From an optimization exercise on the open Yosys and OpenROAD flow, aimed at small area, a short achievable clock period and few clock cycles per item; shortcuts taken in it are not production practice. Power figures rest on the tool's default switching activity, not on a simulated workload.

==> flow/design.v <==
module rvdff #( parameter WIDTH=1, SHORT=0 )
   (
     input logic [WIDTH-1:0] din,
     input logic           clk,
     input logic                   rst_l,
     output logic [WIDTH-1:0] dout
     );
if (SHORT == 1) begin
   assign dout = din;
end
else begin
   always_ff @(posedge clk or negedge rst_l) begin
      if (rst_l == 0)
        dout[WIDTH-1:0] <= 0;
      else
        dout[WIDTH-1:0] <= din[WIDTH-1:0];
   end
end
endmodule
module rvdffs #( parameter WIDTH=1, SHORT=0 )
   (
     input logic [WIDTH-1:0] din,
     input logic             en,
     input logic           clk,
     input logic                   rst_l,
     output logic [WIDTH-1:0] dout
     );
if (SHORT == 1) begin : genblock
   assign dout = din;
end
else begin : genblock
   rvdff #(WIDTH) dffs (.din((en) ? din[WIDTH-1:0] : dout[WIDTH-1:0]), .*);
end
endmodule
module rvdffe #( parameter WIDTH=1, SHORT=0, OVERRIDE=0 )
   (
     input  logic [WIDTH-1:0] din,
     input  logic           en,
     input  logic           clk,
     input  logic           rst_l,
     input  logic             scan_mode,
     output logic [WIDTH-1:0] dout
     );
if (SHORT == 1) begin : genblock
   if (1) begin : genblock
      assign dout = din;
   end
end
else begin : genblock
   if (1) begin: genblock
      rvdffs #(WIDTH) dff ( .* );
   end
end  
endmodule  
module rvtwoscomp #( parameter WIDTH=32 )
   (
     input logic [WIDTH-1:0] din,
     output logic [WIDTH-1:0] dout
     );
   logic [WIDTH-1:1]          dout_temp;    
   genvar                     i;
   for ( i = 1; i < WIDTH; i++ )  begin : flip_after_first_one
      assign dout_temp[i] = (|din[i-1:0]) ? ~din[i] : din[i];
   end : flip_after_first_one
   assign dout[WIDTH-1:0]  = { dout_temp[WIDTH-1:1], din[0] };
endmodule   
module el2_exu_div_ctl
  (
   input logic           clk,                        
   input logic           rst_l,                      
   input logic           valid,                      
   input logic           unsign,                     
   input logic           rem,                        
   input logic  [31:0]   dividend,                   
   input logic  [31:0]   divisor,                    
   input logic           cancel,                     
   output logic          finish_dly,                 
   output logic [31:0]   out                         
  );
   function automatic logic [5:0] lzc32(input logic [31:0] x);
      logic [31:0]      v;
      logic [31:0][4:0] c;
      integer l, i, n;
      v = x;
      c = '0;
      n = 32;
      for (l = 0; l < 5; l = l + 1) begin
         for (i = 0; i < 16; i = i + 1)
            if (i < n / 2) begin
               c[i] = v[2*i+1] ? c[2*i+1] : (c[2*i] | (5'd1 << l));
               v[i] = v[2*i+1] | v[2*i];
            end
         n = n / 2;
      end
      lzc32 = {v[0], c[0]};
   endfunction
   function automatic logic [31:0] cneg32(input logic [31:0] x, input logic n);
      logic [31:0] o;
      integer d, i;
      o = x;
      for (d = 1; d < 32; d = d * 2)
         for (i = 0; i < 32; i = i + 1)
            if ((i / d) % 2 == 1)
               o[i] = o[i] | o[(i / d) * d - 1];
      cneg32 = x ^ ({o[30:0], 1'b0} & {32{n}});
   endfunction
   function automatic logic [32:0] add32(input logic [31:0] a, input logic [31:0] b, input logic ci);
      logic [31:0] g, p, gg, pp;
      logic [32:0] c;
      integer d, i;
      g  = a & b;
      p  = a ^ b;
      gg = g;
      pp = p;
      gg[0] = g[0] | (p[0] & ci);
      for (d = 1; d < 32; d = d * 2)
         for (i = 2 * d - 1; i < 32; i = i + 2 * d) begin
            gg[i] = gg[i] | (pp[i] & gg[i - d]);
            pp[i] = pp[i] & pp[i - d];
         end
      for (d = 8; d >= 1; d = d / 2)
         for (i = 3 * d - 1; i < 32; i = i + 2 * d) begin
            gg[i] = gg[i] | (pp[i] & gg[i - d]);
            pp[i] = pp[i] & pp[i - d];
         end
      c = {gg, ci};
      add32 = {c[32], p ^ c[31:0]};
   endfunction
   logic        a_neg, b_neg;
   logic [31:0] a_abs;
   logic [5:0]  za, zb, la, lb;
   logic [6:0]  t;
   logic        dz, quick;
   logic        busy_ff, fin_ff;
   logic [3:0]  cnt_ff;
   logic        rem_ff, neg_ff, bneg_ff;
   logic [31:0] r_ff, q_ff;
   logic [31:0] e_ff;                                    
   logic [32:0] e_cur;
   logic [32:0] s1, s2;
   logic        ge1, ge2;
   logic [31:0] r1, r2;
   assign a_neg  = ~unsign & dividend[31];
   assign b_neg  = ~unsign & divisor[31];
   assign a_abs  = cneg32(dividend, a_neg);
   logic [33:0] b_x;
   assign b_x    = {{2{b_neg}}, divisor} ^ {34{~b_neg}};
   assign la     = lzc32(a_abs);
   assign za     = la[5] ? {1'b0, la[4:0]} : 6'd32;        
   assign lb     = lzc32(~b_x[31:0]);
   assign zb     = {1'b0, lb[4:0]};                      
   assign t      = {1'b0, zb} - {1'b0, za};              
   assign dz     = ~lb[5] & ~b_neg;
   assign quick  = dz | t[6];
   assign e_cur  = ({1'b1, e_ff} << {cnt_ff, 1'b0}) | (~({33{1'b1}} << {cnt_ff, 1'b0}) & {33{~bneg_ff}});
   assign s1     = add32(r_ff, {e_cur[30:0], ~bneg_ff}, ~bneg_ff);
   assign ge1    = e_cur[32] & e_cur[31] & s1[32];
   assign r1     = ge1 ? s1[31:0] : r_ff;
   assign s2     = add32(r1, e_cur[31:0], ~bneg_ff);
   assign ge2    = e_cur[32] & s2[32];
   assign r2     = ge2 ? s2[31:0] : r1;
   always_ff @(posedge clk or negedge rst_l) begin
      if (!rst_l) begin
         busy_ff <= 1'b0;
         fin_ff  <= 1'b0;
      end
      else begin
         busy_ff <= ~cancel & (valid ? ~quick : (busy_ff & (cnt_ff != 4'd0)));
         fin_ff  <= ~cancel & (valid ? quick  : (busy_ff & (cnt_ff == 4'd0)));
      end
   end
   always_ff @(posedge clk) begin
      if (valid) begin
         cnt_ff  <= t[4:1];
         rem_ff  <= rem;
         neg_ff  <= rem ? a_neg : (dz | (~unsign & (dividend[31] ^ divisor[31])));
         bneg_ff <= b_neg;
         r_ff    <= a_abs;
         q_ff    <= {31'b0, dz};                      
         e_ff    <= b_x[31:0];
      end
      else begin
         cnt_ff  <= cnt_ff - 4'd1;
         r_ff    <= r2;
         q_ff    <= {q_ff[29:0], ge1, ge2};
      end
   end
   assign finish_dly = fin_ff & ~cancel;
   assign out        = {32{finish_dly}} & cneg32(rem_ff ? r_ff : q_ff, neg_ff);
endmodule  
clock: 15.0 ns
lec_check: 0
abc_area: 1
cap_margin: 20
core_margin: 2
core_utilization: 30
place_density: 0.5
slew_margin: 20
setup_slack_margin: 8.25
buffer_ports_args: -buffer_cell sky130_fd_sc_hd__buf_1
standard.sh (not shown) runs the stock make flow with config.mk's settings and CLKGATE_MAP_FILE= SYNTH_SCRIPT=/design/flow/synth_recipe.tcl, a recipe that flattens the netlist after the stock synthesis.
==> flow/flow/run.sh <==
#!/bin/bash
set -e
echo "export SETUP_SLACK_MARGIN = 8.25" >> config.mk
echo "export BUFFER_PORTS_ARGS = -buffer_cell sky130_fd_sc_hd__buf_1" >> config.mk
cp config.mk config_used.log
bash standard.sh > standard.log 2>&1
==> next run, changes <==
--- a/flow/design.v
+++ b/flow/design.v
@@ -100,7 +100,9 @@
       o = x;
       for (d = 1; d < 32; d = d * 2)
-         for (i = 0; i < 32; i = i + 1)
-            if ((i / d) % 2 == 1)
-               o[i] = o[i] | o[(i / d) * d - 1];
+         for (i = 2 * d - 1; i < 32; i = i + 2 * d)
+            o[i] = o[i] | o[i - d];
+      for (d = 8; d >= 1; d = d / 2)
+         for (i = 3 * d - 1; i < 32; i = i + 2 * d)
+            o[i] = o[i] | o[i - d];
       cneg32 = x ^ ({o[30:0], 1'b0} & {32{n}});
    endfunction
@@ -186,5 +188,8 @@
       end
    end
+   logic [31:0] res;
+   assign res        = ({32{fin_ff &  rem_ff}} & r_ff) |
+                       ({32{fin_ff & ~rem_ff}} & q_ff);
    assign finish_dly = fin_ff & ~cancel;
-   assign out        = {32{finish_dly}} & cneg32(rem_ff ? r_ff : q_ff, neg_ff);
+   assign out        = {32{~cancel}} & cneg32(res, fin_ff & neg_ff);
 endmodule  
Outcome: The new run produced a clean layout. Clock power increases by about 4%. Register-to-register slack gets worse by 0.08 ns. Synthesized area decreases by about 2.6%. Final area decreases by 1.5%. Clock skew hardly moves. Die area decreases by 2.5%. Routed wire length increases by about 1.2%. Count of clock-buffer cells in the layout decreases by 1.
No run of this note included a check of the RTL's function; only the layout flow was run.

[port drivers added, routing unchanged]
In the flow no input, the clock included, has a driving cell. The finished layouts below were timed again as built, in two steps.
Step 1: set_driving_cell puts a clkbuf_16 on clk and a buf_2 on each other input, an assumption about the parent block.
Step 2 moves the port delays by t, midway between the first and last clock arrival at a register: inputs arrive t later, outputs are due t later. That takes back most of the time a late clock gives input paths.
Slacks: no drivers / after step 1 / after step 2; pairs: no drivers / after step 1.
run	t, ns	setup slack, ns	slew at the worst register clock pin (ns)	worst data-port slew with drivers (ns)
the first run	0.411	8.234 / 8.187 / 8.186	0.09 / 0.09	0.06
the second run	0.407	8.174 / 8.129 / 8.129	0.09 / 0.09	0.06
After both steps setup and hold are still met in every run listed. The setup slack of the first run, which loses most, moves by -0.047 ns with the drivers and by -0.048 ns with both steps.
